Source: an optimization exercise on an open RTL-to-GDS flow (aim: small area). Production flows keep margins and buffers that such runs may drop.
The RTL was checked by simulation tests, not by an equivalence proof against the original design.
No activity file was given, so power comes from the tool's default toggle rates.

===== run.sh =====
#!/bin/bash
# synth_recipe.tcl (not shown) runs the flow's synth.tcl, then flattens the netlist and writes it again
# the make line also repeats each setting of config.mk as NAME=value (left out here)
make -C /OpenROAD-flow-scripts/flow DESIGN_CONFIG=/design/flow/config.mk WORK_HOME=/design/flow/orfs CLKGATE_MAP_FILE= SYNTH_SCRIPT=/design/flow/synth_recipe.tcl finish

===== design.v =====
`timescale 1ns / 1ps
module button_debouncer(
    input i_clk,
    input i_rst,    
    input i_en,     
    input i_button,
    output o_pressed_pulse
);
reg [3:0] rf_in; 
reg rf_btn;
reg rf_prev_btn;
reg rf_rising_edge;
always @(posedge i_clk) begin  
  if (i_rst) begin
    rf_in <= 4'h0;
    rf_btn <= 1'b0;
    rf_prev_btn <= 1'b0;
    rf_rising_edge <= 1'b0;
  end
  else if (i_en) begin
    rf_in <=  {rf_in[2:0], i_button};
    if (rf_in[3:2] == 2'b11) rf_btn <=  1'b1;
    else if (rf_in[3:2] == 2'b00) rf_btn <=  1'b0;
    else rf_btn <=  rf_btn;
    rf_prev_btn <=  rf_btn;
    if (~rf_prev_btn & rf_btn) rf_rising_edge <=  1'b1;
    else rf_rising_edge <=  1'b0;
  end
end 
assign o_pressed_pulse = rf_rising_edge;
endmodule
`timescale 1ns / 1ps
module clock_divider(
    input i_clk,
    input i_rst,        
    input i_en,         
    input i_reset_l,
    input [19:0] i_max_count,
    output o_clk,
    output o_rise       
);
reg [19:0] rf_count;
reg clk; 
always @ (posedge i_clk) begin
    if (i_rst) begin
        clk <= 1'b0;
        rf_count <= 20'h00000;
    end
    else if (!i_en) begin
        clk <= clk;
        rf_count <= rf_count;
    end
    else if (~i_reset_l) begin
        clk <= 1'b0;
        rf_count <= 20'h00000;
    end    
    else begin 
        if (rf_count == i_max_count) begin
            rf_count <= 20'h00000;
            clk  <= ~clk;
        end
        else begin
            rf_count <= rf_count + 1'b1;
            clk  <= clk;
        end
    end 
end 
assign o_clk = clk;
assign o_rise = i_en & i_reset_l & (rf_count == i_max_count) & ~clk;
endmodule
`timescale 1ns / 1ps
module digit_counter(
    input i_clk,
    input i_rst,    
    input i_en,     
    input i_reset,  
    input i_cnt_up,
    input i_cnt_dwn,
    input [3:0] i_max_count,
    output [3:0] o_digit_val
);
reg [3:0] rf_count;
always @(posedge i_clk) begin 
    if (i_rst) rf_count <= 4'b0000;
    else if (!i_en) rf_count <= rf_count;
    else if (i_reset) rf_count <= 4'b0000;   
    else if (i_cnt_up) begin
         if (rf_count == i_max_count) rf_count <= 4'b0000;
         else rf_count <=  rf_count + 1'b1;
    end
    else if (i_cnt_dwn) begin
         if (rf_count == 4'b000) rf_count <= i_max_count;
         else rf_count <=  rf_count - 1'b1;
    end
    else rf_count <=  rf_count;  
end 
assign o_digit_val = rf_count;
endmodule
`timescale 1ns / 1ps
module digit_shiftreg(
    input i_clk,
    input i_rst,    
    input i_en,     
    input i_shift_left,
    input i_shift_right,
    output [3:0] o_digit_select
);
reg [3:0] rf_shiftreg;
always @(posedge i_clk) begin   
    if (i_rst) rf_shiftreg <= 4'b0001;
    else if (!i_en) rf_shiftreg <= rf_shiftreg;
    else if (i_shift_left) rf_shiftreg <=  {rf_shiftreg[2:0], rf_shiftreg[3]};
    else if (i_shift_right) rf_shiftreg <=  {rf_shiftreg[0], rf_shiftreg[3:1]};
    else rf_shiftreg <=  rf_shiftreg;  
end 
assign o_digit_select = rf_shiftreg;
endmodule
`timescale 1ns/10ps
module get_seg(
  input  [3:0]      i_in,       
  output reg [6:0]  o_out       
);
parameter D0 = 7'b100_0000; 
parameter D1 = 7'b111_1001;
parameter D2 = 7'b010_0100;
parameter D3 = 7'b011_0000;
parameter D4 = 7'b001_1001;
parameter D5 = 7'b001_0010;
parameter D6 = 7'b000_0010;
parameter D7 = 7'b111_1000;
parameter D8 = 7'b000_0000; 
parameter D9 = 7'b001_0000;
parameter DA = 7'b000_1000;
parameter DB = 7'b000_0011;
parameter DC = 7'b100_0110;
parameter DD = 7'b010_0001;
parameter DE = 7'b000_0110;
parameter DF = 7'b000_1110;
always @ (*) begin
  case (i_in)
    4'h0:     o_out = D0;
    4'h1:     o_out = D1;
    4'h2:     o_out = D2;
    4'h3:     o_out = D3;
    4'h4:     o_out = D4;
    4'h5:     o_out = D5;
    4'h6:     o_out = D6;
    4'h7:     o_out = D7;
    4'h8:     o_out = D8;
    4'h9:     o_out = D9; 
    4'hA:     o_out = DA;
    4'hB:     o_out = DB;
    4'hC:     o_out = DC;
    4'hD:     o_out = DD;
    4'hE:     o_out = DE;
    4'hF:     o_out = DF;
    default:  o_out = 7'b0111111;
	endcase
end 
endmodule	
`timescale 1ns/1ps
module seg_driver(
  input             i_clk, 
  input             i_rst,       
  input             i_en,        
  input             i_tick,
  input             i_blink,
  input  [3:0]      i_digit0,
  input  [3:0]      i_digit1,
  input  [3:0]      i_digit2,
  input  [3:0]      i_digit3,
  output [6:0]      o_seg_l,     
  output [3:0]      o_an_l,      
  output reg        o_dp_l       
);
reg [3:0] rf_shifter;
always @ (posedge i_clk) begin
    if (i_rst) begin
       rf_shifter <= 4'b1110;
    end
    else if (i_en && i_tick == 1'b1) begin
       rf_shifter <= {rf_shifter[2:0], rf_shifter[3]};
    end
    else begin
      rf_shifter <= rf_shifter;
    end
end 
assign o_an_l[3:0] = rf_shifter[3:0] | {i_blink, i_blink, i_blink, i_blink}; 
reg [6:0] rc_seg;
wire [6:0] rc_seg0;
wire [6:0] rc_seg1;
wire [6:0] rc_seg2;
wire [6:0] rc_seg3;
get_seg seg0(
  .i_in(i_digit0),
  .o_out(rc_seg0)
);
get_seg seg1(
  .i_in(i_digit1),
  .o_out(rc_seg1)
);
get_seg seg2(
  .i_in(i_digit2),
  .o_out(rc_seg2)
);
get_seg seg3(
  .i_in(i_digit3),
  .o_out(rc_seg3)
);
always @ (*) begin
  case (rf_shifter)
    4'b1101: begin
        rc_seg[6:0] = rc_seg1[6:0] | {i_blink, i_blink, i_blink, i_blink, i_blink, i_blink, i_blink};
        o_dp_l = 1'b1;
    end 
    4'b1011: begin
        rc_seg[6:0] = rc_seg2[6:0] | {i_blink, i_blink, i_blink, i_blink, i_blink, i_blink, i_blink};
        o_dp_l = 1'b0;
    end
    4'b0111: begin
        rc_seg[6:0] = rc_seg3[6:0] | {i_blink, i_blink, i_blink, i_blink, i_blink, i_blink, i_blink}; 
        o_dp_l = 1'b1;
    end
    default: begin
        rc_seg[6:0] = rc_seg0[6:0] | {i_blink, i_blink, i_blink, i_blink, i_blink, i_blink, i_blink};
        o_dp_l = 1'b1;
    end 
  endcase
end 
assign o_seg_l = rc_seg;
endmodule	
`timescale 1ns / 1ps
module tick_generator(
    input i_clk,
    input i_rst,        
    input i_en,         
    input [19:0] i_max_count,
    output o_tick_pulse,
    output o_tick_rise  
);
reg [19:0] rf_count;
reg rf_tick; 
always @ (posedge i_clk) begin
  if (i_rst) begin
      rf_count <=  20'h00000;
      rf_tick  <=  1'b0;
  end
  else if (!i_en) begin
      rf_count <=  rf_count;
      rf_tick  <=  rf_tick;
  end
  else if (rf_count == i_max_count) begin
      rf_count <=  20'h00000;
      rf_tick  <=  1'b1;
  end
  else begin
      rf_count <=  rf_count + 1'b1;
      rf_tick  <=  1'b0;
  end
end 
assign o_tick_pulse = rf_tick;
assign o_tick_rise = i_en & (rf_count == i_max_count) & ~rf_tick;
endmodule
`timescale 1ns/10ps
module top(
  input             i_clk,    
  input             i_rst,    
  input             i_btnC,     
  input             i_btnL,     
  input             i_btnR,     
  input             i_btnU,     
  input             i_btnD,     
  input [15:0]      i_sw,       
  output [15:0]     o_led,       
  output [6:0]      o_seg_l,    
  output [3:0]      o_an_l,   
  output            o_dp_l   
);
parameter TIMER_SET = 3'b000; 
parameter TIMER_RUN = 3'b001;
parameter TIMER_DONE = 3'b010;
parameter STOPWATCH_STOPPED = 3'b011; 
parameter STOPWATCH_RUNNING = 3'b100; 
parameter STOPWATCH_RESET =   3'b101;   
reg [2:0] state;
reg [2:0] next_state;
reg rf_mode;  
assign o_led[9] = rf_mode;  
wire w_clk_1KHz;
wire w_en_1KHz;              
wire w_tick_1s_rise;
reg rf_debug;                
wire w_tick_1s;              
wire w_tick_2ms;             
wire w_blink_500ms;          
reg rc_blink_enable;         
reg rc_reset_digits;         
clock_divider clock_divider0(
    .i_clk(i_clk),
    .i_rst(i_rst),
    .i_en(1'b1),
    .i_reset_l(1'b1),
    .i_max_count(20'h0000F), 
    .o_clk(w_clk_1KHz),
    .o_rise(w_en_1KHz)
);
clock_divider clock_divider1(
    .i_clk(i_clk),
    .i_rst(i_rst),
    .i_en(w_en_1KHz),
    .i_reset_l(rc_blink_enable),
    .i_max_count(20'h001F4), 
    .o_clk(w_blink_500ms),
    .o_rise()
);
tick_generator tick_generator0( 
    .i_clk(i_clk),
    .i_rst(i_rst),
    .i_en(w_en_1KHz),
    .i_max_count(20'h003E8),
    .o_tick_pulse(w_tick_1s),
    .o_tick_rise(w_tick_1s_rise)
);
tick_generator tick_generator1( 
    .i_clk(i_clk),
    .i_rst(i_rst),
    .i_en(w_en_1KHz),
    .i_max_count(20'h00002),
    .o_tick_pulse(w_tick_2ms),
    .o_tick_rise()
);
always @ (posedge i_clk) begin
    if (i_rst) rf_debug <= 1'b0;
    else if (w_tick_1s_rise) rf_debug <= ~rf_debug;
end 
assign o_led[0] = rf_debug; 
wire w_btnC;
button_debouncer button_debouncerC(
    .i_clk(i_clk),
    .i_rst(i_rst),
    .i_en(w_en_1KHz),
    .i_button(i_btnC),
    .o_pressed_pulse(w_btnC)
);
wire w_btnL;
button_debouncer button_debouncerL(
    .i_clk(i_clk),
    .i_rst(i_rst),
    .i_en(w_en_1KHz),
    .i_button(i_btnL),
    .o_pressed_pulse(w_btnL)
);
wire w_btnR;
button_debouncer button_debouncerR(
    .i_clk(i_clk),
    .i_rst(i_rst),
    .i_en(w_en_1KHz),
    .i_button(i_btnR),
    .o_pressed_pulse(w_btnR)
);
wire w_btnU;
button_debouncer button_debouncerU(
    .i_clk(i_clk),
    .i_rst(i_rst),
    .i_en(w_en_1KHz),
    .i_button(i_btnU),
    .o_pressed_pulse(w_btnU)
);
wire w_btnD;
button_debouncer button_debouncerD(
    .i_clk(i_clk),
    .i_rst(i_rst),
    .i_en(w_en_1KHz),
    .i_button(i_btnD),
    .o_pressed_pulse(w_btnD)
);
wire [3:0] w_dsel; 
digit_shiftreg digit_shiftreg0(
    .i_clk(i_clk),
    .i_rst(i_rst),
    .i_en(w_en_1KHz),
    .i_shift_left(w_btnL),
    .i_shift_right(w_btnR),
    .o_digit_select(w_dsel)
);
assign o_led[4:1] = w_dsel;  
reg [3:0] rc_cnt_up;    
reg [3:0] rc_cnt_dwn;
wire [3:0] w_dval0;      
wire [3:0] w_dval1;
wire [3:0] w_dval2;
wire [3:0] w_dval3;      
digit_counter digit_counter0(
    .i_clk(i_clk),
    .i_rst(i_rst),
    .i_en(w_en_1KHz),
    .i_reset(rc_reset_digits),
    .i_cnt_up(rc_cnt_up[0]),
    .i_cnt_dwn(rc_cnt_dwn[0]),
    .i_max_count(4'b1001),       
    .o_digit_val(w_dval0)        
);
digit_counter digit_counter1(
    .i_clk(i_clk),
    .i_rst(i_rst),
    .i_en(w_en_1KHz),
    .i_reset(rc_reset_digits),
    .i_cnt_up(rc_cnt_up[1]),
    .i_cnt_dwn(rc_cnt_dwn[1]),
    .i_max_count(4'b0101),       
    .o_digit_val(w_dval1)        
);
digit_counter digit_counter2(
    .i_clk(i_clk),
    .i_rst(i_rst),
    .i_en(w_en_1KHz),
    .i_reset(rc_reset_digits),
    .i_cnt_up(rc_cnt_up[2]),
    .i_cnt_dwn(rc_cnt_dwn[2]),
    .i_max_count(4'b1001),       
    .o_digit_val(w_dval2)        
);
digit_counter digit_counter3(
    .i_clk(i_clk),
    .i_rst(i_rst),
    .i_en(w_en_1KHz),
    .i_reset(rc_reset_digits),
    .i_cnt_up(rc_cnt_up[3]),
    .i_cnt_dwn(rc_cnt_dwn[3]),
    .i_max_count(4'b1001),       
    .o_digit_val(w_dval3)        
);
reg [3:0] rc_dval;  
always @ (*) begin 
    case (w_dsel)  
        4'b0001:  rc_dval = w_dval0;
        4'b0010:  rc_dval = w_dval1;
        4'b0100:  rc_dval = w_dval2;
        default:  rc_dval = w_dval3;
    endcase 
    rc_blink_enable = 1'b0;
    rc_reset_digits = 1'b0;
    case(state) 
        TIMER_SET: begin  
            rc_cnt_dwn[0] = w_btnD & w_dsel[0];
            rc_cnt_dwn[1] = w_btnD & w_dsel[1];
            rc_cnt_dwn[2] = w_btnD & w_dsel[2];
            rc_cnt_dwn[3] = w_btnD & w_dsel[3];
            rc_cnt_up[0] = w_btnU & w_dsel[0];
            rc_cnt_up[1] = w_btnU & w_dsel[1];
            rc_cnt_up[2] = w_btnU & w_dsel[2];
            rc_cnt_up[3] = w_btnU & w_dsel[3];
        end
        TIMER_RUN: begin  
            rc_cnt_dwn[0] = w_tick_1s;
            rc_cnt_dwn[1] = w_tick_1s && (w_dval0 == 4'h0);
            rc_cnt_dwn[2] = w_tick_1s && (w_dval0 == 4'h0) && (w_dval1 == 4'h0);
            rc_cnt_dwn[3] = w_tick_1s && (w_dval0 == 4'h0) && (w_dval1 == 4'h0) && (w_dval2 == 4'h0);
            rc_cnt_up[3:0] = 4'h0;
        end
        TIMER_DONE: begin  
            rc_cnt_up[3:0] = 4'h0;
            rc_cnt_dwn[3:0] = 4'h0;
            rc_blink_enable = 1'b1;
        end  
        STOPWATCH_STOPPED: begin  
            rc_cnt_up[3:0] = 4'h0;
            rc_cnt_dwn[3:0] = 4'h0; 
        end 
        STOPWATCH_RUNNING: begin  
            rc_cnt_up[0] = w_tick_1s;
            rc_cnt_up[1] = w_tick_1s && (w_dval0 == 4'h9);
            rc_cnt_up[2] = w_tick_1s && (w_dval0 == 4'h9) && (w_dval1 == 4'h5);
            rc_cnt_up[3] = w_tick_1s && (w_dval0 == 4'h9) && (w_dval1 == 4'h5) && (w_dval2 == 4'h9);
            rc_cnt_dwn[3:0] = 4'h0; 
        end 
        STOPWATCH_RESET: begin  
            rc_cnt_up[3:0] = 4'h0;
            rc_cnt_dwn[3:0] = 4'h0; 
            rc_reset_digits = 1'b1;
        end  
        default: begin
            rc_cnt_up[3:0] = 4'h0;
            rc_cnt_dwn[3:0] = 4'h0;
        end 
    endcase
end 
assign o_led[15:12] = rc_dval;  
seg_driver seg_driver0(
  .i_clk(i_clk), 
  .i_rst(i_rst),
  .i_en(w_en_1KHz),
  .i_tick(w_tick_2ms),
  .i_blink(w_blink_500ms),
  .i_digit0(w_dval0),
  .i_digit1(w_dval1),
  .i_digit2(w_dval2),
  .i_digit3(w_dval3),
  .o_seg_l(o_seg_l),     
  .o_an_l(o_an_l),      
  .o_dp_l(o_dp_l)      
);
always @(*) begin 
    case(state) 
        TIMER_SET: begin 
            if (rf_mode) next_state = STOPWATCH_STOPPED;  
            else if (w_btnC) next_state = TIMER_RUN;  
            else next_state = TIMER_SET;
        end
        TIMER_RUN: begin
            if (rf_mode) next_state = STOPWATCH_STOPPED;  
            else if (w_btnC) next_state = TIMER_SET;  
            else if (w_dval0 == 4'h0 && w_dval1 == 4'h0 && w_dval2 == 4'h0 && w_dval3 == 4'h0) next_state = TIMER_DONE;  
            else next_state = TIMER_RUN;
        end
        TIMER_DONE: begin
            if (rf_mode) next_state = STOPWATCH_STOPPED;  
            else if (w_btnC) next_state = TIMER_SET;  
            else next_state = TIMER_DONE;
        end  
        STOPWATCH_STOPPED: begin
            if (~rf_mode) next_state = TIMER_SET;  
            else if (w_btnC) next_state = STOPWATCH_RUNNING;  
            else if (w_btnR) next_state = STOPWATCH_RESET;  
            else next_state = STOPWATCH_STOPPED;
        end 
        STOPWATCH_RUNNING: begin
            if (~rf_mode) next_state = TIMER_SET;  
            else if (w_btnC) next_state = STOPWATCH_STOPPED;  
            else if (w_btnR) next_state = STOPWATCH_RESET;  
            else next_state = STOPWATCH_RUNNING;
        end 
        STOPWATCH_RESET: begin
            if (~rf_mode) next_state = TIMER_SET;  
            else if (w_btnC) next_state = STOPWATCH_RUNNING;  
            else next_state = STOPWATCH_RESET;
        end   
        default: begin
            next_state = TIMER_SET;
        end 
    endcase
end
assign o_led[7:5] = state;  
assign o_led[8] = w_blink_500ms;  
assign o_led[11:10] = 2'b00;  
always @(posedge i_clk) begin 
    if (i_rst) begin
        state <= TIMER_SET;
        rf_mode <= 1'b0;
    end
    else if (w_en_1KHz) begin
        state <= next_state; 
        rf_mode <= i_sw[9];
    end
end
endmodule	

===== config.mk =====
export PLATFORM = sky130hd
export DESIGN_NAME = top
export DESIGN_NICKNAME = top
export VERILOG_FILES = /design/flow/design.v
export SDC_FILE = /design/flow/constraint.sdc
export NUM_CORES = 4
export LEC_CHECK = 0
export CAP_MARGIN = 20
export CORE_MARGIN = 2
export CORE_UTILIZATION = 40
export SLEW_MARGIN = 20

===== constraint.sdc =====
create_clock -name core_clock -period 10.0 [get_ports {i_clk}]
set_input_delay 2.0000 -clock core_clock [delete_from_list [all_inputs] [get_ports {i_clk}]]
set_output_delay 2.0000 -clock core_clock [all_outputs]
set_load 0.01 [all_outputs]

==> summary.txt <==
==> power groups by stage <==
stage / combinational [mW] / sequential [mW] / clock, mW
floorplan: 0.0129 / 0.718 / 0
global placement: 0.0194 / 0.718 / 0
detailed placement: 0.0195 / 0.718 / 0
CTS: 0.0195 / 0.702 / 0.710
global route: 0.0214 / 0.702 / 0.736
finish: 0.0192 / 0.702 / 0.691
==> worst paths after layout <==
path / from / end / slack, ns / depth (start not counted)
max: digit_shiftreg0.rf_shiftreg[1] / o_led[13] / 5.38 / 6
min reg2reg: clock_divider0.rf_count[0] / clock_divider0.rf_count[0] / 0.44 / 1
min: clock_divider0.rf_count[0] / clock_divider0.rf_count[0] / 0.44 / 1
max reg2reg: state[0] / seg_driver0.rc_seg2[0] / 6.08 / 8
==> layout make-up <==
type	instances	area, um2
fill	2423	13300
multi-input combinational	902	5710
sequential	176	3520
clock buffer	19	433
tap	324	405
timing repair buffer	40	378
inverter	49	189
clock inverter	13	173
==> layer usage <==
metal  wire [um]  vias to the layer above  global-route usage (%)
met2        9900                      147                    27.4
met1       10900                     3739                    23.3
met4         446                        0                    6.18
li1            -                     4202                       -
met3         803                       29                    3.51
met5           0                        -                       0
==> registers in the layout (all words and copies together), names as in the netlist, 7 cells and up <==
name / cells
clock_divider0.rf_count: 20
clock_divider1.rf_count: 20
seg_driver0.rc_seg0: 7
seg_driver0.rc_seg1: 7
seg_driver0.rc_seg2: 7
seg_driver0.rc_seg3: 7
tick_generator0.rf_count: 20
tick_generator1.rf_count: 20
==> cell usage after synthesis, types with 4 or more instances <==
master,instances,area [um2]
dfxtp_1,176,3520
nand2_1,165,619
nor2_1,118,443
a21oi_1,84,420
clkbuf_1,49,184
nand3_1,48,240
inv_1,47,176
ha_1,44,551
o21ai_0,39,195
xor2_1,36,315
mux2i_1,29,290
xnor2_1,29,254
nor3_1,26,130
and3_1,21,131
nand4_1,21,131
or3_1,19,119
o211ai_1,18,135
nor4_1,13,81.3
a22oi_1,12,90.1
nand3b_1,11,82.6
a211oi_1,9,67.6
or2_2,9,56.3
buf_2,8,40.0
a31oi_1,7,43.8
nor3b_1,7,52.6
and2_1,6,37.5
and4_1,6,52.6
buf_4,6,45.0
o22ai_1,6,37.5
a221o_1,5,50.1
and3b_1,5,43.8
nand2b_1,5,31.3
nor2b_1,5,31.3
or4_1,5,37.5
a32o_1,4,40.0
mux2_2,4,45.0
nor4b_1,4,35.0
o21ai_1,4,20.0
o2bb2ai_1,4,35.0
==> stage by stage <==
stage | hold WS, ns | setup WS, ns | instance area [um2]
after floorplan | 0.413 | 6.38 | 9710
after global placement | 0.430 | 5.48 | 10200
after detailed placement | 0.437 | 5.44 | 10200
after CTS | 0.448 | 5.37 | 10800
after global routing | 0.460 | 5.23 | 10800
final | 0.443 | 5.38 | 10800
==> logic make-up after synthesis <==
| logic type | after synthesis | synth area share, % |
|---|---|---|
| DFF | 176 | 36.3 |
| other | 1 | 0.0386 |
| adders and majority gates | 44 | 5.67 |
| buffers and inverters | 116 | 5.04 |
| muxes | 34 | 3.61 |
| xor gates and xnor gates | 65 | 5.86 |
| and+or+nand+nor | 509 | 25.9 |
| AOI/OAI and AO/OA | 248 | 17.6 |
==> critical path, delay by kind of cell (launching register included) <==
family	cells	cell delay, ns
buffers and inverters	2	0.78
DFF	1	0.58
AOI/OAI and AO/OA	3	0.44
and+or+nand+nor	1	0.37
==> metrics.md <==
| Metric | Value |
|---|---|
| Width of the die | `160 um` |
| YS warnings | `8` |
| Ys async rst share | `0%` |
| CP max stage cell | `dfxtp_1` |
| Clock-pin slew on the worst setup and hold paths | `0.07 ns` |
| Pin count of the biggest net entering global routing | `58` |
| Max cap viols | `0` |
| CP Capture Type | `primary output` |
| Tcrit/Tclk final | `46.2%` |
| Die footprint | `25500 um2` |
| First DRT Iteration DRCs | `531` |
| Io pins | `51` |
| Status | `complete, no violations` |
| Ratio of cells with drive above 1 in the final layout | `6.51%` |
| Minimum clock period | `4.62 ns` |
| DR pass1 iterations | `5` |
| Clock Power Share | `48.9%` |
| Port-buffer cells | `33` |
| Hold crit path type | `flop to flop` |
| Max-slew violations | `0` |
| Worst VDD drop | `0.0871 mV` |
| Root Driver | `clkbuf_16` |
| CTS H-tree depth | `4` |
| Mapped Cells | `1193` |
| # DRC | `0` |
| Syn avg cell area | `8.14 um2` |
| Crit-path max FO | `12` |
| Peak Freq | `217 MHz` |
| Rows | `57` |
| Final nets | `1253` |
| Relative slew slack | `35.7%` |
| Setup-failing EPs final | `0` |
| Leakage | `3.84 nW` |
| Sequential fraction of the synthesis area | `36.3%` |
| Final WL | `22.0 mm` |
| Post-CTS setup buffers | `0` |
| Gate power share | `1.4%` |
| Clk sinks | `176` |
| Gr ovfl total | `0` |
| Setup TNS Final | `0 ns` |
| Most used DFF post-synth | `dfxtp_1` |
| Clk buf depth | `2` |
| Most common cell after layout, fill and taps aside | `dfxtp_1` |
| Total GRT Usage | `17.2%` |
| Fin util | `44.9%` |
| First-pass GRT wire length | `36.7 mm` |
| Flops & latches, synth | `176` |
| N_diodes | `0` |
| Final Non-Filler Cells | `1523` |
| Post-DRT Antenna Nets | `0` |
| # hold bufs at CTS | `0` |
| Synthesized cell area | `9710 um2` |
| Most frequent cells in the layout | `dfxtp_1 (176), nand2_1 (164), nor2_1 (118), a21oi_1 (84), nand3_1 (48)` |
| Sw Pwr | `308 uW` |
| Final HPWL DP | `15.2 mm` |
| CTS tree | `built` |
| Clock skew | `0.0116 ns` |
| Setup CP Type | `flop to primary output` |
| Power Density | `131 nW/um2` |
| Fin. Hold Viols | `0` |
| CP max stage delay | `0.58 ns` |
| CP cell instances | `inv_1 -> or3_1 -> a21oi_1 -> a31oi_1 -> o21ai_0 -> clkdlybuf4s50_1` |
| CP Launch Type | `flop` |
| Wire length per cell | `14.5 um` |
| # placed instances | `1491` |
| Internal Dissipation | `1.10 mW` |
| Post_cts resized | `0` |
| Starting Density | `40.3%` |
| DR vias | `8117` |
| CP arrival | `2.62 ns` |
| Antenna violations before repair | `0` |
| Routability cong. | `0.853` |
| Design Power | `1.41 mW` |
| Sequential Power Share | `49.7%` |
| Worst skew pair latency | `0.44 ns` |
| RSZ-0062 raised after global routing | `false` |
| Yosys cell types | `94` |
| Worst Path Required | `8.00 ns` |
| Vias/cell | `5.33` |
| Sw Share | `21.8%` |
| Least-Margin Pin Slew | `0.952 ns` |
| Die span in y | `160 um` |
| EDFF count, synth | `0` |
| Vias in the first global route | `7424` |
| CTS buffer count | `17` |
| Synthesis-to-layout area growth | `11.4%` |
| Core area | `24100 um2` |

-- re-timing with driven ports --
In the flow no input, the clock included, has a driving cell. The finished layout below was timed again as built, in two steps.
Step 1: set_driving_cell puts a clkbuf_16 on i_clk and a buf_2 on each other input, an assumption about the parent block.
Step 2, shift: input delay + t, output delay - t, t = (earliest + latest rising clock arrival at the registers) / 2. This alone moves slack from input paths to output paths.
a / b / c = ideal ports / drivers / drivers and shift; a / b = the first two.
shift t [ns]: 0.480
setup WS [ns]: 5.382 / 5.333 / 5.432
hold slack, ns: 0.443 / 0.443 / 0.443
worst register clock-pin slew, ns: 0.07 / 0.07
worst data-port slew with drivers (ns): 0.03
After both steps setup and hold are still met in this run. For this run, drivers alone change the setup slack by -0.049 ns; drivers and shift together by +0.050 ns.
